From an optimization exercise on the open Yosys and OpenROAD flow, aimed at small area and a short achievable clock period; shortcuts taken in it are not production practice.
No run shown here included a check of the RTL's function; only the layout flow was run.
Power figures rest on the tool's default switching activity, not on a simulated workload.

**design/flow/design.v**
```verilog
module mac (
    input  logic clk,
    input  logic rst,
    input  logic signed [15:0] a_in,
    input  logic signed [15:0] b_in,
    input  logic acc_clear,
    output logic acc_out_valid,
    output logic signed [34:0] acc_out
);
logic [15:0] a_r;
logic [7:0] one_r, two_r, neg_r;
wire  [16:0] bx = {b_in, 1'b0};
integer k;
always_ff @(posedge clk) begin
    for (k = 0; k < 8; k = k + 1) begin
        one_r[k] <= bx[2*k+1] ^ bx[2*k];
        two_r[k] <= (bx[2*k+2] & ~bx[2*k+1] & ~bx[2*k]) | (~bx[2*k+2] & bx[2*k+1] & bx[2*k]);
        neg_r[k] <= bx[2*k+2];
    end
    a_r <= rst ? 16'd0 : a_in;
end
wire [17:0] ax = {a_r[15], a_r, 1'b0};
wire [16:0] pp0;
wire [16:0] pp1;
wire [16:0] pp2;
wire [16:0] pp3;
wire [16:0] pp4;
wire [16:0] pp5;
wire [16:0] pp6;
wire [16:0] pp7;
genvar gi, gj;
generate for (gj = 0; gj < 8; gj = gj + 1) begin : g_pp
    for (gi = 0; gi < 17; gi = gi + 1) begin : g_bit
        wire v = (one_r[gj] & ax[gi+1]) | (two_r[gj] & ax[gi]);
        if (gj == 0) assign pp0[gi] = v ^ neg_r[0];
        if (gj == 1) assign pp1[gi] = v ^ neg_r[1];
        if (gj == 2) assign pp2[gi] = v ^ neg_r[2];
        if (gj == 3) assign pp3[gi] = v ^ neg_r[3];
        if (gj == 4) assign pp4[gi] = v ^ neg_r[4];
        if (gj == 5) assign pp5[gi] = v ^ neg_r[5];
        if (gj == 6) assign pp6[gi] = v ^ neg_r[6];
        if (gj == 7) assign pp7[gi] = v ^ neg_r[7];
    end
end endgenerate
logic [34:0] acc_s;
logic [34:0] acc_cr;
wire  [34:0] acc_c;
logic [1:0] t;
wire hold = acc_out_valid & ~acc_clear;
wire [34:0] acc_in_s = acc_clear ? 35'd0 : acc_s;
wire [34:0] acc_in_c = acc_clear ? 35'd0 : acc_c;
assign acc_c = {acc_cr[34], acc_cr[33], acc_cr[32], acc_cr[31], acc_cr[30], acc_cr[29], acc_cr[28], acc_cr[27], acc_cr[26], acc_cr[25], acc_cr[24], acc_cr[23], acc_cr[22], acc_cr[21], acc_cr[20], acc_cr[19], acc_cr[18], acc_cr[17], acc_cr[16], acc_cr[15], acc_cr[14], acc_cr[13], acc_cr[12], acc_cr[11], acc_cr[10], acc_cr[9], acc_cr[8], acc_cr[7], acc_cr[6], acc_cr[5], acc_cr[4], acc_cr[3], acc_cr[2], acc_cr[1], acc_cr[0]};
wire s0, c0, s1, c1, s2, c2, s3, c3, s4, c4, s5, c5, s6, c6, s7, c7, s8, c8, s9, c9, s10, c10, s11, c11, s12, c12, s13, c13, s14, c14, s15, c15, s16, c16, s17, c17, s18, c18, s19, c19, s20, c20, s21, c21, s22, c22, s23, c23, s24, c24, s25, c25, s26, c26, s27, c27, s28, c28, s29, c29, s30, c30, s31, c31, s32, c32, s33, c33, s34, c34, s35, c35, s36, c36, s37, c37, s38, c38, s39, c39, s40, c40, s41, c41, s42, c42, s43, c43, s44, c44, s45, c45, s46, c46, s47, c47, s48, c48, s49, c49, s50, c50, s51, c51, s52, c52, s53, c53, s54, c54, s55, c55, s56, c56, s57, c57, s58, c58, s59, c59, s60, c60, s61, c61, s62, c62, s63, c63, s64, c64, s65, c65, s66, c66, s67, c67, s68, c68, s69, c69, s70, c70, s71, c71, s72, c72, s73, c73, s74, c74, s75, c75, s76, c76, s77, c77, s78, c78, s79, c79, s80, c80, s81, c81, s82, c82, s83, c83, s84, c84, s85, c85, s86, c86, s87, c87, s88, c88, s89, c89, s90, c90, s91, c91, s92, c92, s93, c93, s94, c94, s95, c95, s96, c96, s97, c97, s98, c98, s99, c99, s100, c100, s101, c101, s102, c102, s103, c103, s104, c104, s105, c105, s106, c106, s107, c107, s108, c108, s109, c109, s110, c110, s111, c111, s112, c112, s113, c113, s114, c114, s115, c115, s116, c116, s117, c117, s118, c118, s119, c119, s120, c120, s121, c121, s122, c122, s123, c123, s124, c124, s125, c125, s126, c126, s127, c127, s128, c128, s129, c129, s130, c130, s131, c131, s132, c132, s133, c133, s134, c134, s135, c135, s136, c136, s137, c137, s138, c138, s139, c139, s140, c140, s141, c141, s142, c142, s143, c143, s144, c144, s145, c145, s146, c146, s147, c147, s148, c148, s149, c149, s150, c150, s151, c151, s152, c152, s153, c153;
mac_fa u_fa0 (.a(neg_r[0]), .b(pp0[0]), .c(acc_in_s[0]), .s(s0), .co(c0));
mac_fa u_fa1 (.a(pp0[1]), .b(acc_in_s[1]), .c(acc_in_c[1]), .s(s1), .co(c1));
mac_fa u_fa2 (.a(neg_r[1]), .b(pp0[2]), .c(pp1[0]), .s(s2), .co(c2));
mac_fa u_fa3 (.a(s2), .b(acc_in_s[2]), .c(acc_in_c[2]), .s(s3), .co(c3));
mac_fa u_fa4 (.a(pp0[3]), .b(pp1[1]), .c(c2), .s(s4), .co(c4));
mac_fa u_fa5 (.a(s4), .b(acc_in_s[3]), .c(acc_in_c[3]), .s(s5), .co(c5));
mac_fa u_fa6 (.a(neg_r[2]), .b(pp0[4]), .c(pp1[2]), .s(s6), .co(c6));
mac_fa u_fa7 (.a(pp2[0]), .b(s6), .c(c4), .s(s7), .co(c7));
mac_fa u_fa8 (.a(acc_in_s[4]), .b(acc_in_c[4]), .c(s7), .s(s8), .co(c8));
mac_fa u_fa9 (.a(pp0[5]), .b(pp1[3]), .c(pp2[1]), .s(s9), .co(c9));
mac_fa u_fa10 (.a(c6), .b(s9), .c(acc_in_s[5]), .s(s10), .co(c10));
mac_fa u_fa11 (.a(acc_in_c[5]), .b(c7), .c(s10), .s(s11), .co(c11));
mac_fa u_fa12 (.a(neg_r[3]), .b(pp0[6]), .c(pp1[4]), .s(s12), .co(c12));
mac_fa u_fa13 (.a(pp2[2]), .b(pp3[0]), .c(c9), .s(s13), .co(c13));
mac_fa u_fa14 (.a(s12), .b(s13), .c(acc_in_s[6]), .s(s14), .co(c14));
mac_fa u_fa15 (.a(acc_in_c[6]), .b(c10), .c(s14), .s(s15), .co(c15));
mac_fa u_fa16 (.a(pp0[7]), .b(pp1[5]), .c(pp2[3]), .s(s16), .co(c16));
mac_fa u_fa17 (.a(pp3[1]), .b(c12), .c(s16), .s(s17), .co(c17));
mac_fa u_fa18 (.a(c13), .b(acc_in_s[7]), .c(acc_in_c[7]), .s(s18), .co(c18));
mac_fa u_fa19 (.a(s17), .b(c14), .c(s18), .s(s19), .co(c19));
mac_fa u_fa20 (.a(neg_r[4]), .b(pp0[8]), .c(pp1[6]), .s(s20), .co(c20));
mac_fa u_fa21 (.a(pp2[4]), .b(pp3[2]), .c(pp4[0]), .s(s21), .co(c21));
mac_fa u_fa22 (.a(c16), .b(s20), .c(s21), .s(s22), .co(c22));
mac_fa u_fa23 (.a(c17), .b(acc_in_s[8]), .c(acc_in_c[8]), .s(s23), .co(c23));
mac_fa u_fa24 (.a(s22), .b(c18), .c(s23), .s(s24), .co(c24));
mac_fa u_fa25 (.a(pp0[9]), .b(pp1[7]), .c(pp2[5]), .s(s25), .co(c25));
mac_fa u_fa26 (.a(pp3[3]), .b(pp4[1]), .c(c20), .s(s26), .co(c26));
mac_fa u_fa27 (.a(c21), .b(s25), .c(s26), .s(s27), .co(c27));
mac_fa u_fa28 (.a(c22), .b(acc_in_s[9]), .c(acc_in_c[9]), .s(s28), .co(c28));
mac_fa u_fa29 (.a(c23), .b(s27), .c(s28), .s(s29), .co(c29));
mac_fa u_fa30 (.a(neg_r[5]), .b(pp0[10]), .c(pp1[8]), .s(s30), .co(c30));
mac_fa u_fa31 (.a(pp2[6]), .b(pp3[4]), .c(pp4[2]), .s(s31), .co(c31));
mac_fa u_fa32 (.a(pp5[0]), .b(c25), .c(s30), .s(s32), .co(c32));
mac_fa u_fa33 (.a(s31), .b(c26), .c(acc_in_s[10]), .s(s33), .co(c33));
mac_fa u_fa34 (.a(acc_in_c[10]), .b(s32), .c(c27), .s(s34), .co(c34));
mac_fa u_fa35 (.a(c28), .b(s33), .c(s34), .s(s35), .co(c35));
mac_fa u_fa36 (.a(pp0[11]), .b(pp1[9]), .c(pp2[7]), .s(s36), .co(c36));
mac_fa u_fa37 (.a(pp3[5]), .b(pp4[3]), .c(pp5[1]), .s(s37), .co(c37));
mac_fa u_fa38 (.a(c30), .b(c31), .c(s36), .s(s38), .co(c38));
mac_fa u_fa39 (.a(s37), .b(c32), .c(acc_in_s[11]), .s(s39), .co(c39));
mac_fa u_fa40 (.a(acc_in_c[11]), .b(s38), .c(c33), .s(s40), .co(c40));
mac_fa u_fa41 (.a(s39), .b(c34), .c(s40), .s(s41), .co(c41));
mac_fa u_fa42 (.a(neg_r[6]), .b(pp0[12]), .c(pp1[10]), .s(s42), .co(c42));
mac_fa u_fa43 (.a(pp2[8]), .b(pp3[6]), .c(pp4[4]), .s(s43), .co(c43));
mac_fa u_fa44 (.a(pp5[2]), .b(pp6[0]), .c(c36), .s(s44), .co(c44));
mac_fa u_fa45 (.a(c37), .b(s42), .c(s43), .s(s45), .co(c45));
mac_fa u_fa46 (.a(s44), .b(c38), .c(acc_in_s[12]), .s(s46), .co(c46));
mac_fa u_fa47 (.a(acc_in_c[12]), .b(s45), .c(c39), .s(s47), .co(c47));
mac_fa u_fa48 (.a(s46), .b(c40), .c(s47), .s(s48), .co(c48));
mac_fa u_fa49 (.a(pp0[13]), .b(pp1[11]), .c(pp2[9]), .s(s49), .co(c49));
mac_fa u_fa50 (.a(pp3[7]), .b(pp4[5]), .c(pp5[3]), .s(s50), .co(c50));
mac_fa u_fa51 (.a(pp6[1]), .b(c42), .c(c43), .s(s51), .co(c51));
mac_fa u_fa52 (.a(s49), .b(s50), .c(c44), .s(s52), .co(c52));
mac_fa u_fa53 (.a(s51), .b(c45), .c(acc_in_s[13]), .s(s53), .co(c53));
mac_fa u_fa54 (.a(acc_in_c[13]), .b(s52), .c(c46), .s(s54), .co(c54));
mac_fa u_fa55 (.a(s53), .b(c47), .c(s54), .s(s55), .co(c55));
mac_fa u_fa56 (.a(neg_r[7]), .b(pp0[14]), .c(pp1[12]), .s(s56), .co(c56));
mac_fa u_fa57 (.a(pp2[10]), .b(pp3[8]), .c(pp4[6]), .s(s57), .co(c57));
mac_fa u_fa58 (.a(pp5[4]), .b(pp6[2]), .c(pp7[0]), .s(s58), .co(c58));
mac_fa u_fa59 (.a(c49), .b(c50), .c(s56), .s(s59), .co(c59));
mac_fa u_fa60 (.a(s57), .b(s58), .c(c51), .s(s60), .co(c60));
mac_fa u_fa61 (.a(acc_in_s[14]), .b(acc_in_c[14]), .c(s59), .s(s61), .co(c61));
mac_fa u_fa62 (.a(c52), .b(s60), .c(c53), .s(s62), .co(c62));
mac_fa u_fa63 (.a(s61), .b(c54), .c(s62), .s(s63), .co(c63));
mac_fa u_fa64 (.a(pp0[15]), .b(pp1[13]), .c(pp2[11]), .s(s64), .co(c64));
mac_fa u_fa65 (.a(pp3[9]), .b(pp4[7]), .c(pp5[5]), .s(s65), .co(c65));
mac_fa u_fa66 (.a(pp6[3]), .b(pp7[1]), .c(c56), .s(s66), .co(c66));
mac_fa u_fa67 (.a(c57), .b(c58), .c(s64), .s(s67), .co(c67));
mac_fa u_fa68 (.a(s65), .b(s66), .c(c59), .s(s68), .co(c68));
mac_fa u_fa69 (.a(acc_in_s[15]), .b(acc_in_c[15]), .c(s67), .s(s69), .co(c69));
mac_fa u_fa70 (.a(c60), .b(c61), .c(s68), .s(s70), .co(c70));
mac_fa u_fa71 (.a(s69), .b(c62), .c(s70), .s(s71), .co(c71));
mac_fa u_fa72 (.a(pp0[16]), .b(pp1[14]), .c(pp2[12]), .s(s72), .co(c72));
mac_fa u_fa73 (.a(pp3[10]), .b(pp4[8]), .c(pp5[6]), .s(s73), .co(c73));
mac_fa u_fa74 (.a(pp6[4]), .b(pp7[2]), .c(c64), .s(s74), .co(c74));
mac_fa u_fa75 (.a(c65), .b(s72), .c(s73), .s(s75), .co(c75));
mac_fa u_fa76 (.a(c66), .b(s74), .c(c67), .s(s76), .co(c76));
mac_fa u_fa77 (.a(acc_in_s[16]), .b(acc_in_c[16]), .c(s75), .s(s77), .co(c77));
mac_fa u_fa78 (.a(c68), .b(c69), .c(s76), .s(s78), .co(c78));
mac_fa u_fa79 (.a(s77), .b(c70), .c(s78), .s(s79), .co(c79));
mac_fa u_fa80 (.a(pp0[16]), .b(pp1[15]), .c(pp2[13]), .s(s80), .co(c80));
mac_fa u_fa81 (.a(pp3[11]), .b(pp4[9]), .c(pp5[7]), .s(s81), .co(c81));
mac_fa u_fa82 (.a(pp6[5]), .b(pp7[3]), .c(c72), .s(s82), .co(c82));
mac_fa u_fa83 (.a(c73), .b(s80), .c(s81), .s(s83), .co(c83));
mac_fa u_fa84 (.a(c74), .b(s82), .c(c75), .s(s84), .co(c84));
mac_fa u_fa85 (.a(acc_in_s[17]), .b(acc_in_c[17]), .c(s83), .s(s85), .co(c85));
mac_fa u_fa86 (.a(c76), .b(c77), .c(s84), .s(s86), .co(c86));
mac_fa u_fa87 (.a(s85), .b(c78), .c(s86), .s(s87), .co(c87));
mac_fa u_fa88 (.a(~pp0[16]), .b(~pp1[16]), .c(pp2[14]), .s(s88), .co(c88));
mac_fa u_fa89 (.a(pp3[12]), .b(pp4[10]), .c(pp5[8]), .s(s89), .co(c89));
mac_fa u_fa90 (.a(pp6[6]), .b(pp7[4]), .c(c80), .s(s90), .co(c90));
mac_fa u_fa91 (.a(c81), .b(s88), .c(s89), .s(s91), .co(c91));
mac_fa u_fa92 (.a(c82), .b(s90), .c(c83), .s(s92), .co(c92));
mac_fa u_fa93 (.a(acc_in_s[18]), .b(acc_in_c[18]), .c(s91), .s(s93), .co(c93));
mac_fa u_fa94 (.a(c84), .b(c85), .c(s92), .s(s94), .co(c94));
mac_fa u_fa95 (.a(s93), .b(c86), .c(s94), .s(s95), .co(c95));
mac_fa u_fa96 (.a(~pp2[15]), .b(pp3[13]), .c(pp4[11]), .s(s96), .co(c96));
mac_fa u_fa97 (.a(pp5[9]), .b(pp6[7]), .c(pp7[5]), .s(s97), .co(c97));
mac_fa u_fa98 (.a(c88), .b(c89), .c(s96), .s(s98), .co(c98));
mac_fa u_fa99 (.a(s97), .b(c90), .c(c91), .s(s99), .co(c99));
mac_fa u_fa100 (.a(acc_in_s[19]), .b(acc_in_c[19]), .c(s98), .s(s100), .co(c100));
mac_fa u_fa101 (.a(c92), .b(c93), .c(s99), .s(s101), .co(c101));
mac_fa u_fa102 (.a(s100), .b(c94), .c(s101), .s(s102), .co(c102));
mac_fa u_fa103 (.a(~pp2[16]), .b(pp3[14]), .c(pp4[12]), .s(s103), .co(c103));
mac_fa u_fa104 (.a(pp5[10]), .b(pp6[8]), .c(pp7[6]), .s(s104), .co(c104));
mac_fa u_fa105 (.a(pp2[15]), .b(c96), .c(c97), .s(s105), .co(c105));
mac_fa u_fa106 (.a(s103), .b(s104), .c(s105), .s(s106), .co(c106));
mac_fa u_fa107 (.a(c98), .b(acc_in_s[20]), .c(acc_in_c[20]), .s(s107), .co(c107));
mac_fa u_fa108 (.a(c99), .b(c100), .c(s106), .s(s108), .co(c108));
mac_fa u_fa109 (.a(s107), .b(c101), .c(s108), .s(s109), .co(c109));
mac_fa u_fa110 (.a(~pp3[15]), .b(pp4[13]), .c(pp5[11]), .s(s110), .co(c110));
mac_fa u_fa111 (.a(pp6[9]), .b(pp7[7]), .c(c103), .s(s111), .co(c111));
mac_fa u_fa112 (.a(c104), .b(s110), .c(c105), .s(s112), .co(c112));
mac_fa u_fa113 (.a(s111), .b(acc_in_s[21]), .c(acc_in_c[21]), .s(s113), .co(c113));
mac_fa u_fa114 (.a(c106), .b(s112), .c(c107), .s(s114), .co(c114));
mac_fa u_fa115 (.a(s113), .b(c108), .c(s114), .s(s115), .co(c115));
mac_fa u_fa116 (.a(~pp3[16]), .b(pp4[14]), .c(pp5[12]), .s(s116), .co(c116));
mac_fa u_fa117 (.a(pp6[10]), .b(pp7[8]), .c(pp3[15]), .s(s117), .co(c117));
mac_fa u_fa118 (.a(c110), .b(s116), .c(s117), .s(s118), .co(c118));
mac_fa u_fa119 (.a(c111), .b(acc_in_s[22]), .c(acc_in_c[22]), .s(s119), .co(c119));
mac_fa u_fa120 (.a(s118), .b(c112), .c(c113), .s(s120), .co(c120));
mac_fa u_fa121 (.a(s119), .b(c114), .c(s120), .s(s121), .co(c121));
mac_fa u_fa122 (.a(~pp4[15]), .b(pp5[13]), .c(pp6[11]), .s(s122), .co(c122));
mac_fa u_fa123 (.a(pp7[9]), .b(c116), .c(c117), .s(s123), .co(c123));
mac_fa u_fa124 (.a(s122), .b(s123), .c(c118), .s(s124), .co(c124));
mac_fa u_fa125 (.a(acc_in_s[23]), .b(acc_in_c[23]), .c(c119), .s(s125), .co(c125));
mac_fa u_fa126 (.a(s124), .b(c120), .c(s125), .s(s126), .co(c126));
mac_fa u_fa127 (.a(~pp4[16]), .b(pp5[14]), .c(pp6[12]), .s(s127), .co(c127));
mac_fa u_fa128 (.a(pp7[10]), .b(pp4[15]), .c(c122), .s(s128), .co(c128));
mac_fa u_fa129 (.a(s127), .b(c123), .c(s128), .s(s129), .co(c129));
mac_fa u_fa130 (.a(acc_in_s[24]), .b(acc_in_c[24]), .c(c124), .s(s130), .co(c130));
mac_fa u_fa131 (.a(s129), .b(c125), .c(s130), .s(s131), .co(c131));
mac_fa u_fa132 (.a(~pp5[15]), .b(pp6[13]), .c(pp7[11]), .s(s132), .co(c132));
mac_fa u_fa133 (.a(c127), .b(s132), .c(c128), .s(s133), .co(c133));
mac_fa u_fa134 (.a(acc_in_s[25]), .b(acc_in_c[25]), .c(c129), .s(s134), .co(c134));
mac_fa u_fa135 (.a(s133), .b(c130), .c(s134), .s(s135), .co(c135));
mac_fa u_fa136 (.a(~pp5[16]), .b(pp6[14]), .c(pp7[12]), .s(s136), .co(c136));
mac_fa u_fa137 (.a(pp5[15]), .b(c132), .c(s136), .s(s137), .co(c137));
mac_fa u_fa138 (.a(acc_in_s[26]), .b(acc_in_c[26]), .c(s137), .s(s138), .co(c138));
mac_fa u_fa139 (.a(c133), .b(s138), .c(c134), .s(s139), .co(c139));
mac_fa u_fa140 (.a(~pp6[15]), .b(pp7[13]), .c(c136), .s(s140), .co(c140));
mac_fa u_fa141 (.a(s140), .b(c137), .c(acc_in_s[27]), .s(s141), .co(c141));
mac_fa u_fa142 (.a(acc_in_c[27]), .b(c138), .c(s141), .s(s142), .co(c142));
mac_fa u_fa143 (.a(~pp6[16]), .b(pp7[14]), .c(pp6[15]), .s(s143), .co(c143));
mac_fa u_fa144 (.a(s143), .b(c140), .c(acc_in_s[28]), .s(s144), .co(c144));
mac_fa u_fa145 (.a(acc_in_c[28]), .b(c141), .c(s144), .s(s145), .co(c145));
mac_fa u_fa146 (.a(~pp7[15]), .b(c143), .c(acc_in_s[29]), .s(s146), .co(c146));
mac_fa u_fa147 (.a(acc_in_c[29]), .b(c144), .c(s146), .s(s147), .co(c147));
mac_fa u_fa148 (.a(~pp7[16]), .b(pp7[15]), .c(acc_in_s[30]), .s(s148), .co(c148));
mac_fa u_fa149 (.a(acc_in_c[30]), .b(c146), .c(s148), .s(s149), .co(c149));
mac_fa u_fa150 (.a(~acc_in_s[31]), .b(acc_in_c[31]), .c(c148), .s(s150), .co(c150));
mac_fa u_fa151 (.a(~acc_in_s[32]), .b(acc_in_c[32]), .c(acc_in_s[31]), .s(s151), .co(c151));
mac_fa u_fa152 (.a(~acc_in_s[33]), .b(acc_in_c[33]), .c(acc_in_s[32]), .s(s152), .co(c152));
mac_fa u_fa153 (.a(~acc_in_s[34]), .b(acc_in_c[34]), .c(acc_in_s[33]), .s(s153), .co(c153));
wire [34:0] rx = {c152, c151, c150, c149, c147, c145, c142, c139, c135, c131, c126, c121, c115, c109, c102, c95, c87, c79, c71, c63, c55, c48, c41, c35, c29, c24, c19, c15, c11, c8, c5, c3, c1, c0, acc_in_c[0]};
wire [34:0] ry = {s153, s152, s151, s150, s149, s147, s145, s142, s139, s135, s131, s126, s121, s115, s109, s102, s95, s87, s79, s71, s63, s55, s48, s41, s35, s29, s24, s19, s15, s11, s8, s5, s3, s1, s0};
wire [34:0] nxt_s = rx;
wire [34:0] nxt_c = ry;
wire [34:0] nxt_cr = {nxt_c[34], nxt_c[33], nxt_c[32], nxt_c[31], nxt_c[30], nxt_c[29], nxt_c[28], nxt_c[27], nxt_c[26], nxt_c[25], nxt_c[24], nxt_c[23], nxt_c[22], nxt_c[21], nxt_c[20], nxt_c[19], nxt_c[18], nxt_c[17], nxt_c[16], nxt_c[15], nxt_c[14], nxt_c[13], nxt_c[12], nxt_c[11], nxt_c[10], nxt_c[9], nxt_c[8], nxt_c[7], nxt_c[6], nxt_c[5], nxt_c[4], nxt_c[3], nxt_c[2], nxt_c[1], nxt_c[0]};
always_ff @(posedge clk) begin
    if (rst) begin
        acc_s <= '0; acc_cr <= '0; acc_out_valid <= 1'b0; t <= 2'd0;
    end else if (acc_clear) begin
        acc_s <= nxt_s; acc_cr <= nxt_cr; t <= 2'd1; acc_out_valid <= 1'b0;
    end else if (!acc_out_valid) begin
        acc_s <= nxt_s; acc_cr <= nxt_cr; t <= t + 2'd1; acc_out_valid <= (t == 2'd3);
    end
end
assign acc_out = acc_s + acc_c;
endmodule
module mac_fa (input logic a, input logic b, input logic c, output logic s, output logic co);
    assign s = a ^ b ^ c;
    assign co = (a & b) | (c & (a ^ b));
endmodule
module mac_ha (input logic a, input logic b, output logic s, output logic co);
    assign s = a ^ b;
    assign co = a & b;
endmodule
```
**design/flow/run.sh**
```bash
#!/bin/bash
# synth_recipe.tcl (not shown) runs the flow's synth.tcl, then flattens the netlist and writes it again
# the make line also repeats each setting of config.mk as NAME=value (left out here)
make -C /OpenROAD-flow-scripts/flow DESIGN_CONFIG=/design/flow/config.mk WORK_HOME=/design/flow/orfs CLKGATE_MAP_FILE= SYNTH_SCRIPT=/design/flow/synth_recipe.tcl finish
```
**design/flow/config.mk**
```make
export PLATFORM = sky130hd
export DESIGN_NAME = mac
export DESIGN_NICKNAME = mac
export VERILOG_FILES = /design/flow/design.v
export SDC_FILE = /design/flow/constraint.sdc
export NUM_CORES = 4
export LEC_CHECK = 0
export CAP_MARGIN = 20
export CORE_MARGIN = 2
export CORE_UTILIZATION = 40
export SETUP_SLACK_MARGIN = 2.5
export SLEW_MARGIN = 20
export SYNTH_HIERARCHICAL = 1
export SYNTH_MINIMUM_KEEP_SIZE = 0
```
**design/flow/constraint.sdc**
```tcl
create_clock -name core_clock -period 7.5 [get_ports {clk}]
set_input_delay 1.5000 -clock core_clock [delete_from_list [all_inputs] [get_ports {clk}]]
set_output_delay 1.5000 -clock core_clock [all_outputs]
set_load 0.01 [all_outputs]
```
==> results.cfg, run 1 <==
[yosys]
yosys.area_share.adder = 0.304
syn_inst = 1259
avgSynthCellArea_um2 = 9.24
synth_edf_count = 0
yosysTopAreaCell = fa_1
ys_types = 63
synth_top_area_share = 0.267
synth.cell_area_um2 = 11600
yosys.area_share.simple = 0.138
postSynth.topFlopCell = dfxtp_1
synth_compound_area_frac = 0.182
synth_xor_xnor_area_share = 0.133
async_flop_share = 0
ys_ff_latch = 113
muxShareOfSynthArea = 0.00172
synth_area_leaders = fa_1 27%, dfxtp_1 19%, xnor2_1 11%
synth.net_count = 1484
seq_area_frac_synth = 0.194
yosysWarnings = 7
synth_top_family_by_area = adder cells

[sta]
finalCriticalPeriod_ns = 4.78
worst_pin_slew_ns = 1.07
drv_slew = 0
fmax_mhz = 209
fin_ws_ns = 2.72
rsz0062_at_grt = no
hold_violations = 0
finClkSkew_ns = 0.0150
tns_ns = 0
hold_slack_ns = 0.467
finalSetupViolCount = 0
maxSlewHeadroom = 0.285
finalCritPeriodShare = 0.637

[floorplan]
start_util = 0.405
die_height_um = 175
coreArea_um2 = 28700
dieWidth_um = 175
num_rows = 62
die_area_um2 = 30500
io_pins = 71

[final_layout]
nNetsFinal = 1465
final_cell_mix = 172 x nand2_1, 155 x fa_1, 149 x xnor2_1, 120 x a22oi_1, 110 x dfxtp_1
drive_above_1_share = 0.0559
n_fill_cell = 2740
stdcell_area_um2 = 13000
antenna_cells = 0
layout_commonest_cell = nand2_1
syn_to_final_growth_pct = 12.0

[detailed_routing]
avgViaCountPerCell = 5.47
totalWireLength_um = 30800
antenna_left = 0
drt_iter0_drc = 820
wl_per_cell_um = 18.8
drc_errors = 0
dr.pass1.iters = 6
vias = 8950

[placement]
port_buffers = 70
post-dp-hpwl_um = 21200
dpl_worst_slack_ns = 2.99
gp_congestion = 0.876
dpl_cell_area_um2 = 12400

[cts]
numCtsBuffers = 17
clk_path_buf_depth = 2
cts_tree = done
cts_num_sinks = 113
clkTransAtPathRegs_ns = 0.07
cts-resized-gates = 0
cts_setup_buffers = 0
htree_num_levels = 4
worstSkewPairLatency_ns = 0.43
ctsHoldBuffers = 0
root_buffer = clkbuf_16

[critical_path]
rr_worst_depth = 10
worstSetupPathType = reg2out
cp_cell_sequence = ha_1 > inv_1 > fa_1 > and2b_2 > o21bai_4 > a21oi_4 > o41ai_4 > o211ai_2 > a21oi_2 > xnor2_1 > clkdlybuf4s50_1
path_max_fanout = 4
end_kind = output port
slowest_stage = clkdlybuf4s50_1
required_ns = 6.00
worstPathArrival_ns = 3.28
max_stage_delay_ns = 0.55
cp-start-kind = register

[worst_hold_path]
hold_path_class = reg2reg
whs_path_depth = 2

[global_routing]
overflow = 0
grt_usage = 0.207
grt_pass1_vias = 9081
grt_start_max_net_pins = 90
grt_pass1_wl_um = 50500
grt_antenna_before_repair = 0

[pwr]
leakage_nw = 4.97
power_density_nw_per_um2 = 359
vdd_ir_drop_max_v = 0.000191
finalPower_mw = 4.68

[run_status]
status = timing/DRC/antenna clean

[run]
cap_violations = 0
## worst paths after layout
check / from / endpoint / slack (ns)
worst min register to register: acc_cr[7] / acc_cr[7] / 0.47
worst min-delay path: acc_cr[7] / acc_cr[7] / 0.47
worst max register to register: one_r[0] / acc_cr[19] / 3.18
worst max-delay path: acc_s[0] / acc_out[28] / 2.72
## cell families after synthesis
family                     after synthesis
AOI/OAI and AO/OA                      311
xor gates and xnor gates               177
adders and majority gates              190
buffers and inverters                  135
DFF                                    113
muxes                                    2
and+or+nand+nor                        331
## modules after synthesis, one instance, submodules excluded
module	cell area, um^2	cells inside	times used
mac_fa	20.0	1	154
mac	8560	1105	1
## cell type report
cell class / count / area (um^2) / share of cell area
tap: 384 / 480 / 0.0369
inverter: 18 / 67.6 / 0.00518
timing repair buffer: 79 / 761 / 0.0584
clock inverter: 14 / 158 / 0.0121
multi-input combinational: 1011 / 8860 / 0.680
clock buffer: 18 / 439 / 0.0337
sequential: 113 / 2270 / 0.174
## cells in the mapped netlist, drive strengths merged (2+ instances only)
library cell    n
a211oi          2
a21boi          2
a21o           18
a21oi         101
a22oi         120
a31oi           3
a41oi           2
and2            3
and3            3
buf            15
clkbuf        102
dfxtp         113
fa            155
ha             35
inv            18
mux2i           2
nand2         172
nand2b         13
nand3           7
nand3b          6
nand4          11
nor2           22
nor2b          83
nor3            6
o211ai          3
o21a            8
o21ai          35
o21bai          3
o221ai          2
xnor2         149
xor2           28
## report_power, final
group	leakage, nW	switching, mW	total [mW]	internal, mW
Sequential	0.940	0.185	0.940	0.756
Combinational	3.75	1.50	2.89	1.39
Clock	0.282	0.340	0.844	0.503
Total	4.97	2.03	4.68	2.65
## state kept, by name, summed over array words and instances, names as in the netlist
register,count
a_r,16
acc_cr,35
acc_out_valid,1
acc_s,35
neg_r,8
one_r,8
t,2
two_r,8
## stage by stage
stage	util	std cells
2_1_floorplan	-	1259
3_5_place_dp	0.433	1605
3_3_place_gp	0.433	1605
6_report	0.454	1637
5_1_grt	0.454	1637
4_1_cts	0.453	1637
## worst max-delay path, delay by kind of cell (launching register included)
kind	cells	cell delay, ns
adders and majority gates	2	0.41
AOI/OAI and AO/OA	5	1.10
DFF	1	0.33
and+or+nand+nor	1	0.25
xor gates and xnor gates	1	0.12
buffers and inverters	2	0.62
## metal layers
| metal | global-route usage | share of wire | wire length, um |
|---|---|---|---|
| met5 | 0 | 0 | 0 |
| met4 | 0.0622 | 0.018 | 540 |
| met3 | 0.0352 | 0.074 | 2280 |
| met2 | 0.294 | 0.42 | 12800 |
| met1 | 0.321 | 0.49 | 15200 |
==> run 2: changes to the inputs <==
--- a/design/flow/config.mk
+++ b/design/flow/config.mk
@@ -10,3 +10,2 @@
 export CORE_UTILIZATION = 40
-export SETUP_SLACK_MARGIN = 2.5
 export SLEW_MARGIN = 20
==> run 2 against run 1 <==
Critical endpoint is now acc_out[22]. Via count rose by 0.69%. Clock power barely moved. Synthesized area is the same. Highest routed layer unchanged. Largest power group unchanged. Worst setup slack worse by 0.16 ns. Sequential cell count unchanged. Final cell count stayed put. Sequential power barely moved.
==> results.cfg, run 2 <==
[detailed_routing]
drt_iter0_drc = 868
wl_per_cell_um = 18.8
avgViaCountPerCell = 5.51
drc_errors = 0
vias = 9012
totalWireLength_um = 30800
antenna_left = 0
dr.pass1.iters = 5

[global_routing]
overflow = 0
grt_pass1_vias = 9081
grt_start_max_net_pins = 90
grt_pass1_wl_um = 50500
grt_usage = 0.207
grt_antenna_before_repair = 0

[sta]
finalSetupViolCount = 0
drv_slew = 0
tns_ns = 0
rsz0062_at_grt = no
finClkSkew_ns = 0.0174
worst_pin_slew_ns = 1.07
fin_ws_ns = 2.56
finalCritPeriodShare = 0.658
maxSlewHeadroom = 0.289
finalCriticalPeriod_ns = 4.94
hold_slack_ns = 0.469
fmax_mhz = 203
hold_violations = 0

[yosys]
syn_inst = 1259
synth.cell_area_um2 = 11600
async_flop_share = 0
ys_types = 63
synthTopCellsByCount = 172 x nand2_1, 155 x fa_1, 149 x xnor2_1, 120 x a22oi_1, 113 x dfxtp_1
ys_ff_latch = 113
synth_edf_count = 0
synth_top_area_share = 0.267
postSynth.topFlopCell = dfxtp_1
synth.net_count = 1484
seq_area_frac_synth = 0.194
yosysWarnings = 7
avgSynthCellArea_um2 = 9.24
yosysMostFrequentCell = nand2_1
yosysTopAreaCell = fa_1
synth_area_leaders = fa_1 27%, dfxtp_1 19%, xnor2_1 11%

[floorplan]
coreArea_um2 = 28700
start_util = 0.405
die_height_um = 175
io_pins = 71
die_area_um2 = 30500
dieWidth_um = 175
num_rows = 62

[final_layout]
final_cell_mix = 172 x nand2_1, 155 x fa_1, 149 x xnor2_1, 120 x a22oi_1, 110 x dfxtp_1
reg.largest.list = acc_cr: 35 flops, acc_s: 35 flops, a_r: 16 flops
stdcell_area_um2 = 13000
syn_to_final_growth_pct = 11.8
nNetsFinal = 1465
n_fill_cell = 2741
layout_commonest_cell = nand2_1
drive_above_1_share = 0.0543
antenna_cells = 0

[placement]
port_buffers = 70
gp_congestion = 0.876
dpl_worst_slack_ns = 2.99
dpl_cell_area_um2 = 12400
post-dp-hpwl_um = 21200

[critical_path]
required_ns = 6.00
worstSetupPathType = reg2out
rr_worst_depth = 10
r2r_slack_ns = 3.16
regToRegStartpoint = one_r[0]
end_kind = output port
worstPathArrival_ns = 3.44
cp-start-kind = register
timing.rr.end = acc_cr[19]
path_max_fanout = 4

[pwr]
vdd_ir_drop_max_v = 0.000191
p_int_mw = 2.65
leakage_nw = 4.96
p_sw_mw = 2.03
finalPower_mw = 4.68
p_clk_frac = 0.180
p_seq_frac = 0.201
power_density_nw_per_um2 = 359
switching_share = 0.434
p_comb_frac = 0.619

[worst_hold_path]
hold_path_class = reg2reg
whs_path_depth = 2
min-delay-start = acc_cr[7]
hold_end = acc_cr[7]

[run_status]
status = timing/DRC/antenna clean

[cts]
ctsHoldBuffers = 0
numCtsBuffers = 17
cts-resized-gates = 0
clk_path_buf_depth = 2
cts_num_sinks = 113
root_buffer = clkbuf_16
htree_num_levels = 4
worstSkewPairLatency_ns = 0.43
clkTransAtPathRegs_ns = 0.07
cts_tree = done
cts_setup_buffers = 0

[run]
cap_violations = 0
## run 2: how the worst max path moves through the flow
stage	startpoint	end	slack [ns]	depth (start not counted)
detailed placement	acc_cr[0]	acc_out[22]	2.99	11
CTS	acc_s[0]	acc_out[22]	2.51	11
floorplan	a_r[15]	acc_cr[19]	3.70	11
global placement	acc_cr[0]	acc_out[22]	3.11	11
global route	acc_cr[0]	acc_out[22]	2.36	11
finish	acc_s[0]	acc_out[22]	2.56	11
## run 2: power by group through the flow
stage / logic [mW] / clock network (mW) / registers [mW]
CTS: 2.90 / 0.858 / 0.935
global route: 3.30 / 0.883 / 0.958
detailed placement: 2.87 / 0 / 0.946
finish: 2.89 / 0.843 / 0.941
floorplan: 2.11 / 0 / 0.835
global placement: 2.83 / 0 / 0.945
## run 2: cell families after synthesis
logic type	count (synthesis)	synth area share
xor+xnor	177	0.133
mux	2	0.00172
compound gates	311	0.182
buf+inv	135	0.0463
simple gates	331	0.138
fa+ha+maj	190	0.304
flops	113	0.194
## run 2: layout make-up
cell class | instances | area [um^2] | area share
clock inverters | 14 | 158 | 0.0121
clock buffers | 18 | 439 | 0.0337
flip-flops and latches | 113 | 2270 | 0.174
inverters | 18 | 67.6 | 0.00519
multi-input cells | 1011 | 8850 | 0.680
well taps | 384 | 480 | 0.0369
repair buffers | 79 | 758 | 0.0583
## run 2: worst max-delay path, cell delays in order, from the launching register on
cell and delay [ns]:
dfxtp_1 0.36, ha_1 0.18, inv_1 0.06, fa_1 0.40
and2b_1 0.27, o21bai_4 0.07, a21oi_2 0.29, o31a_4 0.24
a41oi_2 0.13, a32oi_1 0.27, xor2_1 0.19, clkdlybuf4s50_1 0.56
## run 2: per-module statistics from Yosys (local to each module, per instance)
module / cells inside / times used
mac_fa: 1 / 154
mac: 1105 / 1
## run 2: metrics by stage
step | std cells | utilization
after detailed placement | 1605 | 0.433
after CTS | 1637 | 0.453
after global routing | 1637 | 0.453
after global placement | 1605 | 0.433
final | 1637 | 0.453
after floorplan | 1259 | -
## run 2: per-layer routing
metal / part of all wire / vias to the layer above / GRT usage
li1: - / 4194 / -
met1: 0.49 / 4377 / 0.321
met2: 0.42 / 399 / 0.294
met3: 0.076 / 42 / 0.0352
met4: 0.017 / 0 / 0.0622
met5: 0 / - / 0
==> run 3: changes to the inputs <==
--- a/design/flow/config.mk
+++ b/design/flow/config.mk
@@ -10,2 +10,3 @@
 export CORE_UTILIZATION = 40
+export SETUP_SLACK_MARGIN = 4.5
 export SLEW_MARGIN = 20
==> run 3 against run 2 <==
Still clean on timing, DRC and antenna. Worst setup slack gained 0.65 ns. Via count grew 8.7%. Register-to-register slack gained 0.68 ns. Clock power shrank 2.8%. Global-route usage grew 2.2 points. Sequential share of layout area shrank 2.6 points. Synthesized cell count is the same. Fmax grew 15%. Clock-buffer cell count shrank 1. First-iteration DRC count shrank 26%. Critical path type unchanged. Largest power group unchanged. Highest routed layer unchanged.
==> results.cfg, run 3 <==
[critical_path]
worstSetupPathType = reg2out
required_ns = 6.00
cp-start-kind = register
end_kind = output port
worstPathArrival_ns = 2.78
rr_worst_depth = 10
path_max_fanout = 3

[pwr]
p_comb_frac = 0.669
p_seq_frac = 0.178
p_int_mw = 3.02
leakage_nw = 6.11
vdd_ir_drop_max_v = 0.000251
power_density_nw_per_um2 = 327
switching_share = 0.435
p_sw_mw = 2.32
p_clk_frac = 0.153

[sta]
finalCriticalPeriod_ns = 4.28
hold_violations = 0
tns_ns = 0
finalCritPeriodShare = 0.571
maxSlewHeadroom = 0.223
finClkSkew_ns = 0.0115
worst_pin_slew_ns = 1.17
fmax_mhz = 234
rsz0062_at_grt = yes
finalSetupViolCount = 0
fin_ws_ns = 3.22
drv_slew = 0

[final_layout]
final_cell_mix = 151 x nand2_1, 123 x fa_2, 103 x xnor2_1, 89 x buf_4, 68 x a21oi_1
syn_to_final_growth_pct = 40.2
reg.largest.list = acc_cr: 35 flops, acc_s: 35 flops, a_r: 16 flops
antenna_cells = 0
drive_above_1_share = 0.467
n_fill_cell = 2482
nNetsFinal = 1611
final_util = 0.568
layout_commonest_cell = nand2_1

[yosys]
muxShareOfSynthArea = 0.00172
yosysTopAreaCell = fa_1
synth_area_leaders = fa_1 27%, dfxtp_1 19%, xnor2_1 11%
synth_top_family_by_area = adder cells
ys_types = 63
synth.cell_area_um2 = 11600
synthTopCellsByCount = 172 x nand2_1, 155 x fa_1, 149 x xnor2_1, 120 x a22oi_1, 113 x dfxtp_1
yosys.area_share.adder = 0.304
postSynth.topFlopCell = dfxtp_1
synth_top_area_share = 0.267
async_flop_share = 0
avgSynthCellArea_um2 = 9.24
synth_compound_area_frac = 0.182
seq_area_frac_synth = 0.194
syn_inst = 1259
synth_xor_xnor_area_share = 0.133
yosysWarnings = 7
synth.net_count = 1484
yosys.area_share.simple = 0.138
synth_edf_count = 0
ys_ff_latch = 113
yosysMostFrequentCell = nand2_1

[placement]
post-dp-hpwl_um = 21800
port_buffers = 70
dpl_worst_slack_ns = 3.06
gp_congestion = 0.848

[detailed_routing]
wl_per_cell_um = 19.3
drt_iter0_drc = 645
antenna_left = 0
dr.pass1.iters = 6
avgViaCountPerCell = 5.49
totalWireLength_um = 34400
vias = 9792
drc_errors = 0

[worst_hold_path]
whs_path_depth = 2
hold_path_class = reg2reg

[floorplan]
start_util = 0.405
die_height_um = 175
io_pins = 71
dieWidth_um = 175
coreArea_um2 = 28700
num_rows = 62
die_area_um2 = 30500

[cts]
root_buffer = clkbuf_16
worstSkewPairLatency_ns = 0.43
cts_tree = done
clk_path_buf_depth = 2
clkTransAtPathRegs_ns = 0.06
cts_num_sinks = 113
ctsHoldBuffers = 0
htree_num_levels = 4
numCtsBuffers = 17

[global_routing]
grt_antenna_before_repair = 0
grt_pass1_wl_um = 55300
grt_usage = 0.229
grt_pass1_vias = 9867
overflow = 0
grt_start_max_net_pins = 90

[run]
cap_violations = 0

[run_status]
status = timing/DRC/antenna clean
-- run 3: kinds of logic after synthesis --
kind of cell,after synthesis
simple gates,331
compound gates,311
fa+ha+maj,190
xor+xnor,177
buf+inv,135
flops,113
mux,2
-- run 3: power groups by stage --
stage               logic, mW  clock network, mW  registers, mW
global route             3.96              0.863          0.967
detailed placement       3.14                  0          0.978
finish                   3.57              0.819          0.948
global placement         3.10                  0          0.979
CTS                      3.35              0.838          0.944
floorplan                2.40                  0          0.858
-- run 3: path summary, 6_finish.rpt --
check	endpoint	start	slack, ns
min reg2reg	acc_s[1]	acc_s[1]	0.47
min	acc_s[1]	acc_s[1]	0.47
max reg2reg	acc_cr[18]	a_r[9]	3.84
max	acc_out[28]	acc_s[0]	3.22
-- run 3: repair_timing --
item                       CTS  global route
buffers inserted           127            18
setup endpoints to repair   99            87
cloned                       1             0
pin swaps                  170           111
gates resized for setup    359           118
-- run 3: cell type report --
type / instances / area, um^2 / share of cell area
clock inverter: 15 / 159 / 0.00974
sequential: 113 / 2410 / 0.148
tap: 384 / 480 / 0.0295
timing repair buffer: 225 / 2130 / 0.131
clock buffer: 17 / 425 / 0.0261
inverter: 18 / 67.6 / 0.00414
multi-input combinational: 1011 / 10600 / 0.652
-- run 3: per-module statistics from Yosys (local to each module, per instance) --
module | times used | flip-flops and latches | cells | area (um^2)
mac | 1 | 113 | 1105 | 8560
mac_fa | 154 | 0 | 1 | 20.0
-- run 3: critical path, stage by stage (launching register included) --
cell and delay, ns:
dfxtp_2 0.34, ha_4 0.16, inv_2 0.05, fa_2 0.19
and2b_2 0.24, o21bai_4 0.15, a21oi_4 0.09, o41ai_4 0.33
buf_4 0.19, o211ai_4 0.09, buf_6 0.14, a21oi_4 0.15
xnor2_2 0.11, buf_2 0.14
-- run 3: metal layers --
| layer | global-route usage | routed length [um] |
|---|---|---|
| met2 | 0.342 | 15400 |
| met1 | 0.343 | 16300 |
| met5 | 0 | 0 |
| met3 | 0.0422 | 2100 |
| met4 | 0.0580 | 570 |
-- run 3: metrics by stage --
step | hold WS, ns | instances | instance area, um^2 | power, mW
finish | 0.472 | 1783 | 16300 | 5.34
global route | 0.492 | 1783 | 16300 | 5.79
CTS | 0.475 | 1765 | 15800 | 5.14
detailed placement | 0.465 | 1605 | 13200 | 4.12
global placement | 0.457 | 1605 | 13200 | 4.08
floorplan | 0.444 | 1259 | 13100 | 3.25
==> run 4: changes to the inputs <==
--- a/design/flow/config.mk
+++ b/design/flow/config.mk
@@ -14 +14,2 @@
 export SYNTH_MINIMUM_KEEP_SIZE = 0
+export TNS_END_PERCENT = 0
==> run 4 against run 3 <==
Still clean on timing, DRC and antenna. First-iteration DRC count rose by 19%. Combinational power shrank 18%. Cell area down 19%. Core utilization down 11 points. Worst setup slack worse by 0.061 ns. Clock power grew 5.0%. Worst hold slack worse by 0.0055 ns. Synthesized area did not move. Critical path depth is 1 lower. Largest power group unchanged.
==> results.cfg, run 4 <==
[global_routing]
grt_pass1_vias = 9205
grt_pass1_wl_um = 51400
grt_usage = 0.212
grt_antenna_before_repair = 0
overflow = 0
grt_start_max_net_pins = 86

[yosys]
yosysTopAreaCell = fa_1
avgSynthCellArea_um2 = 9.24
synth_edf_count = 0
synth.cell_area_um2 = 11600
yosysMostFrequentCell = nand2_1
synth.net_count = 1484
synth_top_area_share = 0.267
ys_types = 63
async_flop_share = 0
syn_inst = 1259
seq_area_frac_synth = 0.194
yosysWarnings = 7
synthTopCellsByCount = 172 x nand2_1, 155 x fa_1, 149 x xnor2_1, 120 x a22oi_1, 113 x dfxtp_1
synth_area_leaders = fa_1 27%, dfxtp_1 19%, xnor2_1 11%
postSynth.topFlopCell = dfxtp_1
ys_ff_latch = 113

[detailed_routing]
totalWireLength_um = 31500
avgViaCountPerCell = 5.51
vias = 9094
antenna_left = 0
dr.pass1.iters = 7
drc_errors = 0
wl_per_cell_um = 19.1
drt_iter0_drc = 768

[final_layout]
layout.cells.non_filler = 1650
reg.largest.list = acc_cr: 35 flops, acc_s: 35 flops, a_r: 16 flops
syn_to_final_growth_pct = 14.2
multi_input_area_um2 = 9030
stdcell_area_um2 = 13300
n_fill_cell = 2782
final_cell_mix = 171 x nand2_1, 153 x fa_1, 149 x xnor2_1, 120 x a22oi_1, 102 x dfxtp_1
layout_commonest_cell = nand2_1
antenna_cells = 0
nNetsFinal = 1478
drive_above_1_share = 0.0924
seq_area_um2 = 2280

[sta]
hold_violations = 0
finalCritPeriodShare = 0.579
tns_ns = 0
rsz0062_at_grt = yes
fin_ws_ns = 3.16
drv_slew = 0
worst_pin_slew_ns = 1.01
finClkSkew_ns = 0.0129
finalCriticalPeriod_ns = 4.34
finalSetupViolCount = 0
maxSlewHeadroom = 0.326
fmax_mhz = 230

[critical_path]
r2r_slack_ns = 3.31
timing.rr.end = acc_cr[19]
rr_worst_depth = 10
end_kind = output port
required_ns = 6.00
worstPathArrival_ns = 2.84
cp-start-kind = register
regToRegStartpoint = two_r[0]
worstSetupPathType = reg2out
path_max_fanout = 3

[pwr]
vdd_ir_drop_max_v = 0.000196
leakage_nw = 5.05
finalPower_mw = 4.73
power_density_nw_per_um2 = 356

[worst_hold_path]
hold_end = acc_cr[13]
hold_path_class = reg2reg
min-delay-start = acc_cr[13]
whs_path_depth = 2

[placement]
dpl_cell_area_um2 = 12400
port_buffers = 70
dp.cells = 1604
dpl_worst_slack_ns = 3.06
post-dp-hpwl_um = 21700
gp_congestion = 0.844

[floorplan]
dieWidth_um = 175
die_area_um2 = 30500
start_util = 0.405
die_height_um = 175
io_pins = 71
num_rows = 62
coreArea_um2 = 28700

[cts]
numCtsBuffers = 17
root_buffer = clkbuf_16
cts_num_sinks = 113
clk_path_buf_depth = 2
worstSkewPairLatency_ns = 0.42
htree_num_levels = 4
cts_tree = done
clkTransAtPathRegs_ns = 0.06

[run]
cap_violations = 0

[run_status]
status = timing/DRC/antenna clean
run 4: worst max-delay path, cell delays in order (launching register included):
cell and delay, ns:
dfxtp_2 0.35, ha_4 0.14, inv_2 0.03, fa_2 0.34
and2b_2 0.26, o21bai_4 0.07, a21oi_4 0.25, o41ai_4 0.12
buf_4 0.16, buf_4 0.13, o21ai_1 0.15, xor2_1 0.16
clkdlybuf4s15_1 0.25
run 4: metrics by stage:
stage,hold slack (ns),util
2_1_floorplan,0.444,-
3_3_place_gp,0.453,0.433
3_5_place_dp,0.462,0.433
4_1_cts,0.470,0.462
5_1_grt,0.497,0.463
6_report,0.467,0.463
run 4: report_power, final:
part / leakage (nW) / total [mW] / internal (mW) / switching [mW]
Combinational: 3.82 / 2.92 / 1.38 / 1.54
Clock: 0.285 / 0.860 / 0.528 / 0.332
Sequential: 0.942 / 0.951 / 0.757 / 0.194
run 4: cells by family (layout without fill, tap and decap cells):
kind of cell / after synthesis / count (layout) / share of synthesized area
DFF: 113 / 113 / 0.194
and+or+nand+nor: 331 / 331 / 0.138
AOI/OAI and AO/OA: 311 / 311 / 0.182
xor gates and xnor gates: 177 / 177 / 0.133
muxes: 2 / 2 / 0.00172
buffers and inverters: 135 / 142 / 0.0463
adders and majority gates: 190 / 190 / 0.304
run 4: layout make-up:
cell class                 instances  area share
sequential                       113       0.171
tap                              384      0.0362
inverter                          18     0.00509
clock inverter                    14      0.0136
multi-input combinational       1011       0.680
timing repair buffer              92      0.0620
clock buffer                      18      0.0323
run 4: metal layers:
metal,global-route usage,part of all wire,vias up
li1,-,-,4216
met3,0.0296,0.068,44
met2,0.305,0.42,339
met1,0.328,0.49,4495
met5,0,0,-
met4,0.0594,0.015,0
run 4: per-module statistics from Yosys, one instance, submodules excluded:
module	flip-flops and latches	cells inside	area, um^2
mac_fa	0	1	20.0
mac	113	1105	8560
run 4: timing repair:
action | CTS | global route
hold buffers | 0 | 0
setup buffers | 14 | 0
resized for setup | 56 | 7
cloned | 0 | 0
endpoints found under the setup margin | 98 | 98
pin swaps | 17 | 1
run 4: worst max-delay path by stage:
| stage | from | endpoint | slack, ns | cells past startpoint |
|---|---|---|---|---|
| floorplan | acc_cr[0] | acc_out[22] | 3.89 | 10 |
| global route | acc_cr[0] | acc_out[28] | 3.05 | 13 |
| finish | acc_cr[0] | acc_out[24] | 3.16 | 12 |
| CTS | acc_cr[0] | acc_out[28] | 3.15 | 13 |
| detailed placement | acc_clear | acc_cr[16] | 3.06 | 8 |
| global placement | acc_clear | acc_cr[20] | 3.14 | 8 |
==> run 5: changes to the inputs <==
==> design/flow/flow/run.sh (new file) <==
#!/bin/bash
# Standard ORFS layout (the standard.sh, standard synthesis unchanged); the only
# difference is the cell used for the port buffers that buffer_ports inserts.
set -euo pipefail
export BUFFER_PORTS_ARGS="-buffer_cell sky130_fd_sc_hd__buf_2"
bash standard.sh > standard_flow.log 2>&1
==> design/flow/standard.sh (new file) <==
#!/bin/bash
# synth_recipe.tcl (not shown) runs the flow's synth.tcl, then flattens the netlist and writes it again
# the make line also repeats each setting of config.mk as NAME=value (left out here)
make -C /OpenROAD-flow-scripts/flow DESIGN_CONFIG=/design/flow/config.mk WORK_HOME=/design/flow/orfs CLKGATE_MAP_FILE= SYNTH_SCRIPT=/design/flow/synth_recipe.tcl "${@:-finish}"
removed: design/flow/run.sh
==> run 5 against run 4 <==
Still clean on timing, DRC and antenna. Non-clock buffer count down 11. Core utilization fell by 1.8 points. Synthesized cell count is the same. Combinational power decreased by 6%. Wire length fell by 4.0%. Sequential share of layout area is 0.69 points higher. Clock power decreased by 4.8%. Final cell count fell by 0.67%. Clock-buffer cell count unchanged. Highest routed layer is now met5. Largest cell class unchanged. Critical endpoint is now acc_out[22]. Synthesized area unchanged.
==> results.cfg, run 5 <==
[placement]
gp_congestion = 0.851
dp.cells = 1602
port_buffers = 70
post-dp-hpwl_um = 21000
dpl_worst_slack_ns = 3.07

[final_layout]
drive_above_1_share = 0.127
nNetsFinal = 1467
antenna_cells = 0
reg.largest.list = acc_cr: 35 flops, acc_s: 35 flops, a_r: 16 flops
final_cell_mix = 171 x nand2_1, 153 x fa_1, 149 x xnor2_1, 120 x a22oi_1, 104 x dfxtp_1
syn_to_final_growth_pct = 9.60
layout_commonest_cell = nand2_1
layout.cells.non_filler = 1639

[cts]
root_buffer = clkbuf_16
cts_num_sinks = 113
cts_tree = done
clkTransAtPathRegs_ns = 0.07
htree_num_levels = 4
numCtsBuffers = 17
ctsHoldBuffers = 0
clk_path_buf_depth = 2
worstSkewPairLatency_ns = 0.43

[critical_path]
r2r_slack_ns = 3.39
worstPathArrival_ns = 2.78
cp-start-kind = register
max_stage_delay_ns = 0.35
path_max_fanout = 3
cp_cell_sequence = ha_4 > inv_2 > fa_2 > and2b_2 > o21bai_4 > a21oi_4 > o31a_4 > a41oi_2 > a32oi_1 > xor2_1 > buf_2
required_ns = 6.00
worstSetupPathType = reg2out
slowest_stage = dfxtp_2
end_kind = output port

[yosys]
synth.cell_area_um2 = 11600
synth_area_leaders = fa_1 27%, dfxtp_1 19%, xnor2_1 11%
seq_area_frac_synth = 0.194
synthTopCellsByCount = 172 x nand2_1, 155 x fa_1, 149 x xnor2_1, 120 x a22oi_1, 113 x dfxtp_1
avgSynthCellArea_um2 = 9.24
synth.net_count = 1484
synth_xor_xnor_area_share = 0.133
yosys.area_share.simple = 0.138
synth_top_family_by_area = adder cells
muxShareOfSynthArea = 0.00172
yosysTopAreaCell = fa_1
ys_ff_latch = 113
async_flop_share = 0
synth_compound_area_frac = 0.182
syn_inst = 1259
postSynth.topFlopCell = dfxtp_1
yosysWarnings = 7
yosys.area_share.adder = 0.304
ys_types = 63
yosysMostFrequentCell = nand2_1
synth_top_area_share = 0.267
synth_edf_count = 0

[detailed_routing]
totalWireLength_um = 30200
avgViaCountPerCell = 5.41
dr.pass1.iters = 5
drt_iter0_drc = 874
wl_per_cell_um = 18.4
vias = 8862
antenna_left = 0
drc_errors = 0

[floorplan]
start_util = 0.405
dieWidth_um = 175
io_pins = 71
coreArea_um2 = 28700
num_rows = 62
die_area_um2 = 30500
die_height_um = 175

[global_routing]
grt_antenna_before_repair = 1
grt_pass1_wl_um = 48800
grt_start_max_net_pins = 90
grt_pass1_vias = 8757
overflow = 0
grt_usage = 0.200

[pwr]
finalPower_mw = 4.50
leakage_nw = 4.98
p_seq_frac = 0.209
p_comb_frac = 0.609
p_int_mw = 2.47
p_clk_frac = 0.182
switching_share = 0.450
p_sw_mw = 2.03
vdd_ir_drop_max_v = 0.000212
power_density_nw_per_um2 = 353

[sta]
worst_pin_slew_ns = 1.07
maxSlewHeadroom = 0.284
finalCriticalPeriod_ns = 4.28
drv_slew = 0
tns_ns = 0
finClkSkew_ns = 0.0128
fmax_mhz = 234
rsz0062_at_grt = yes
hold_slack_ns = 0.466
fin_ws_ns = 3.22
finalSetupViolCount = 0
finalCritPeriodShare = 0.571
hold_violations = 0

[worst_hold_path]
hold_path_class = reg2reg

[run_status]
status = timing/DRC/antenna clean

[run]
cap_violations = 0
==> run 5: cell types whose count changed in the layout (fill, tap and decap cells not counted), sizes merged, moves of 2 or more <==
cell / delta
buf: +54
clkdlybuf4s50: -49
inv: +4
dlygate4sd2: -14
clkdlybuf4s15: -2
bufinv: -2
==> run 5: power by group through the flow <==
| stage | sequential [mW] | combinational (mW) | clock, mW |
|---|---|---|---|
| final | 0.940 | 2.74 | 0.819 |
| after global routing | 0.960 | 3.12 | 0.861 |
| after CTS | 0.935 | 2.73 | 0.837 |
| after detailed placement | 0.946 | 2.70 | 0 |
| after global placement | 0.945 | 2.67 | 0 |
| after floorplan | 0.836 | 2.11 | 0 |
==> run 5: path summary, 6_finish.rpt <==
| check | start | end | cells after the start |
|---|---|---|---|
| max | acc_s[0] | acc_out[22] | 11 |
| min | acc_s[1] | acc_s[1] | 2 |
| min reg2reg | acc_s[1] | acc_s[1] | 2 |
| max reg2reg | one_r[2] | acc_cr[20] | 10 |
==> run 5: logic make-up after synthesis <==
group / count (synthesis)
fa+ha+maj: 190
simple gates: 331
compound gates: 311
flops: 113
xor+xnor: 177
mux: 2
buf+inv: 135
==> run 5: cell type report <==
type	count	area, um^2
clock inverters	14	143
clock buffers	18	439
multi-input cells	1011	8920
well taps	384	480
fillers	2821	15900
repair buffers	81	433
inverters	18	67.6
flip-flops and latches	113	2270
==> run 5: metal layers <==
layer | track usage | wire length (um) | part of all wire | vias up
li1 | - | - | - | 4203
met1 | 0.307 | 15100 | 0.50 | 4326
met2 | 0.293 | 12700 | 0.42 | 309
met3 | 0.0348 | 2010 | 0.067 | 22
met4 | 0.0462 | 337 | 0.011 | 2
met5 | 0 | 13 | 0.00043 | -
==> run 5: per-module statistics from Yosys, one instance, submodules excluded <==
module / cell area, um^2 / flip-flops and latches
mac: 8560 / 113
mac_fa: 20.0 / 0
==> run 5: timing repair <==
action / in CTS / in global routing
setup buffers: 4 / 1
pin swaps: 5 / 10
setup endpoints to repair: 103 / 103
resized for setup: 1 / 14
==> run 5: critical path: cells and delay by family, from the launching register on <==
kind / cells / cell delay (ns)
compound gates: 5 / 0.86
fa+ha+maj: 2 / 0.47
flops: 1 / 0.35
simple gates: 1 / 0.25
xor+xnor: 1 / 0.22
buf+inv: 2 / 0.20
==> run 5: per-stage QoR <==
step / instance area [um^2] / util
floorplan: 11700 / -
global placement: 12100 / 0.421
detailed placement: 12100 / 0.421
CTS: 12700 / 0.442
global route: 12800 / 0.444
finish: 12800 / 0.444
==> run 6: changes to the inputs <==
--- a/design/flow/config.mk
+++ b/design/flow/config.mk
@@ -11,3 +11,3 @@
 export SETUP_SLACK_MARGIN = 4.5
-export SLEW_MARGIN = 20
+export SLEW_MARGIN = 60
 export SYNTH_HIERARCHICAL = 1
==> run 6 against run 5 <==
Critical path depth did not move. Sequential share of layout area rose by 0.063 points. Core utilization rose by 0.82 points. Worst hold slack improved by 0.0048 ns. First-iteration DRC count fell by 9.6%. Wire length rose by 1.2%. Worst setup slack improved by 0.012 ns. Cell area rose by 1.8%. Final cell count rose by 0.37%. Via count rose by 1.6%. Largest cell class unchanged.
==> results.cfg, run 6 <==
[detailed_routing]
totalWireLength_um = 30600
avgViaCountPerCell = 5.48
drc_errors = 0
dr.pass1.iters = 5
drt_iter0_drc = 790
wl_per_cell_um = 18.6
vias = 9007
antenna_left = 0

[yosys]
syn_inst = 1259
synth_compound_area_frac = 0.182
seq_area_frac_synth = 0.194
synth_top_area_share = 0.267
yosysWarnings = 7
yosys.area_share.adder = 0.304
synth.cell_area_um2 = 11600
synth_area_leaders = fa_1 27%, dfxtp_1 19%, xnor2_1 11%
avgSynthCellArea_um2 = 9.24
synth_xor_xnor_area_share = 0.133
yosys.area_share.simple = 0.138
ys_types = 63
muxShareOfSynthArea = 0.00172
ys_ff_latch = 113
synth_edf_count = 0
synth_top_family_by_area = adder cells
yosysMostFrequentCell = nand2_1
async_flop_share = 0
synthTopCellsByCount = 172 x nand2_1, 155 x fa_1, 149 x xnor2_1, 120 x a22oi_1, 113 x dfxtp_1
synth.net_count = 1484
yosysTopAreaCell = fa_1
postSynth.topFlopCell = dfxtp_1

[floorplan]
dieWidth_um = 175
coreArea_um2 = 28700
die_height_um = 175
num_rows = 62
start_util = 0.405
io_pins = 71
die_area_um2 = 30500

[critical_path]
worstSetupPathType = reg2out
slowest_stage = dfxtp_2
cp_cell_sequence = ha_4 > inv_2 > fa_2 > and2b_2 > o21bai_4 > a21oi_4 > o31a_4 > a41oi_2 > a32oi_1 > xor2_1 > buf_2
cp-start-kind = register
critical_path_depth = 11
crit_buf_inv = 2
rr_worst_depth = 10
end_kind = output port
cp_top_family = compound AO/OA/AOI/OAI gates
worstPathArrival_ns = 2.77
path_max_fanout = 3
required_ns = 6.00
max_stage_delay_ns = 0.35

[worst_hold_path]
whs_path_depth = 2
hold_path_class = reg2reg

[sta]
drv_slew = 0
tns_ns = 0
finClkSkew_ns = 0.0124
rsz0062_at_grt = yes
maxSlewHeadroom = 0.661
fmax_mhz = 234
finalSetupViolCount = 0
finalCritPeriodShare = 0.569
finalCriticalPeriod_ns = 4.27
worst_pin_slew_ns = 0.509
hold_violations = 0

[pwr]
leakage_nw = 5.07
p_seq_frac = 0.206
p_sw_mw = 2.03
finalPower_mw = 4.58
p_comb_frac = 0.605
power_density_nw_per_um2 = 353
p_clk_frac = 0.189
switching_share = 0.444
p_int_mw = 2.55
vdd_ir_drop_max_v = 0.000185

[cts]
cts_num_sinks = 113
clkTransAtPathRegs_ns = 0.06
ctsHoldBuffers = 0
cts_tree = done
clk_path_buf_depth = 2
numCtsBuffers = 17
htree_num_levels = 4
worstSkewPairLatency_ns = 0.42
root_buffer = clkbuf_16

[global_routing]
grt_start_max_net_pins = 70
grt_pass1_wl_um = 49500
overflow = 0
grt_usage = 0.204
grt_pass1_vias = 8876
grt_antenna_before_repair = 0

[run_status]
status = timing/DRC/antenna clean

[final_layout]
drive_above_1_share = 0.161
n_fill_cell = 2810
layout_commonest_cell = nand2_1
antenna_cells = 0
final_cell_mix = 170 x nand2_1, 153 x fa_1, 149 x xnor2_1, 120 x a22oi_1, 91 x a21oi_1
reg.largest.list = acc_cr: 35 flops, acc_s: 35 flops, a_r: 16 flops
final_util = 0.453
nNetsFinal = 1473
syn_to_final_growth_pct = 11.6

[placement]
port_buffers = 70
post-dp-hpwl_um = 21600
gp_congestion = 0.851

[run]
cap_violations = 0
==> run 6: cell type report <==
type | instances | area (um^2) | share of cell area
Multi-Input combinational cell | 1011 | 8960 | 0.690
Inverter | 18 | 67.6 | 0.00520
Clock inverter | 14 | 180 | 0.0139
Sequential cell | 113 | 2320 | 0.179
Tap cell | 384 | 480 | 0.0370
Clock buffer | 18 | 429 | 0.0330
Timing Repair Buffer | 87 | 548 | 0.0422
==> run 6: metrics by stage <==
| stage | setup slack, ns | cells | hold WS (ns) | instance area (um^2) |
|---|---|---|---|---|
| 6_report | 3.23 | 1645 | 0.471 | 13000 |
| 5_1_grt | 3.16 | 1645 | 0.485 | 13000 |
| 3_5_place_dp | 3.44 | 1606 | 0.463 | 12200 |
| 2_1_floorplan | 3.89 | 1259 | 0.444 | 11700 |
| 4_1_cts | 3.18 | 1643 | 0.471 | 12900 |
| 3_3_place_gp | 3.11 | 1602 | 0.453 | 12100 |
==> run 6: per-layer routing <==
layer,vias to the layer above,global-route usage,routed length [um]
met5,-,0,0
met4,0,0.0573,439
met3,31,0.0296,1790
met2,303,0.298,13000
met1,4459,0.314,15300
li1,4214,-,-
==> run 6: logic make-up after synthesis <==
family / count (synthesis)
mux: 2
buf+inv: 135
compound gates: 311
simple gates: 331
fa+ha+maj: 190
xor+xnor: 177
flops: 113
==> run 6: modules after synthesis, one instance, submodules excluded <==
module	times used	area, um^2	cells inside	flops+latches
mac	1	8560	1105	113
mac_fa	154	20.0	1	0
==> run 6: repair_timing <==
item,4_1_cts,5_1_grt
endpoints found under the setup margin,83,85
gates resized for setup,5,18
setup buffers,5,2
pin swaps,10,9
==> run 6: worst paths after layout <==
| check | slack [ns] | start | to |
|---|---|---|---|
| max | 3.23 | acc_cr[0] | acc_out[22] |
| min | 0.47 | acc_s[9] | acc_s[9] |
| min reg2reg | 0.47 | acc_s[9] | acc_s[9] |
| max reg2reg | 3.66 | one_r[0] | acc_cr[19] |
==> run 6: power by group through the flow <==
stage               logic (mW)  clock network (mW)  registers, mW
finish                    2.77               0.867          0.943
global route              3.16               0.907          0.962
CTS                       2.74               0.887          0.939
detailed placement        2.71                   0          0.948
global placement          2.67                   0          0.945
floorplan                 2.11                   0          0.836
==> run 6: worst min-delay path, cell delays in order, from the launching register on <==
cell	delay, ns
dfxtp_1	0.32
nand2_1	0.06
a21oi_1	0.05

[afterwards: timing with drivers on the ports]
The results above use ideal ports. As a check the final layouts listed here were re-extracted and re-timed, cells and wires unchanged.
Step 1 assumes that a clkbuf_16 drives the clock port and a buf_2 every other input.
Step 2 adds t to the input delays and takes it off the output delays; t is the mean of the earliest and latest rising clock arrival at the registers after step 1. Input paths then give back, and output paths get back, about the clock's delay inside the block.
Three values: ideal ports, drivers, drivers and shift; two values: the first two.
run | t (ns) | setup slack, ns | worst hold slack (ns) | worst setup path after step 2 | cell pins on the clock port's net
run 1 | 0.462 | 2.721 / 2.679 / 3.084 | 0.467 / 0.467 / 0.467 | input to register | 1
run 2 | 0.462 | 2.565 / 2.523 / 2.985 | 0.469 / 0.469 / 0.469 | register to output | 1
run 3 | 0.474 | 3.218 / 3.170 / 3.638 | 0.472 / 0.472 / 0.472 | input to register | 1
run 4 | 0.464 | 3.157 / 3.110 / 3.067 | 0.467 / 0.467 / 0.467 | input to register | 1
run 5 | 0.468 | 3.221 / 3.173 / 3.099 | 0.466 / 0.466 / 0.466 | input to register | 1
run 6 | 0.461 | 3.233 / 3.190 / 3.384 | 0.471 / 0.471 / 0.471 | input to register | 1
After both steps every run listed still meets setup and hold. For run 5, which loses most, drivers alone change the setup slack by -0.048 ns; drivers and shift together by -0.122 ns.
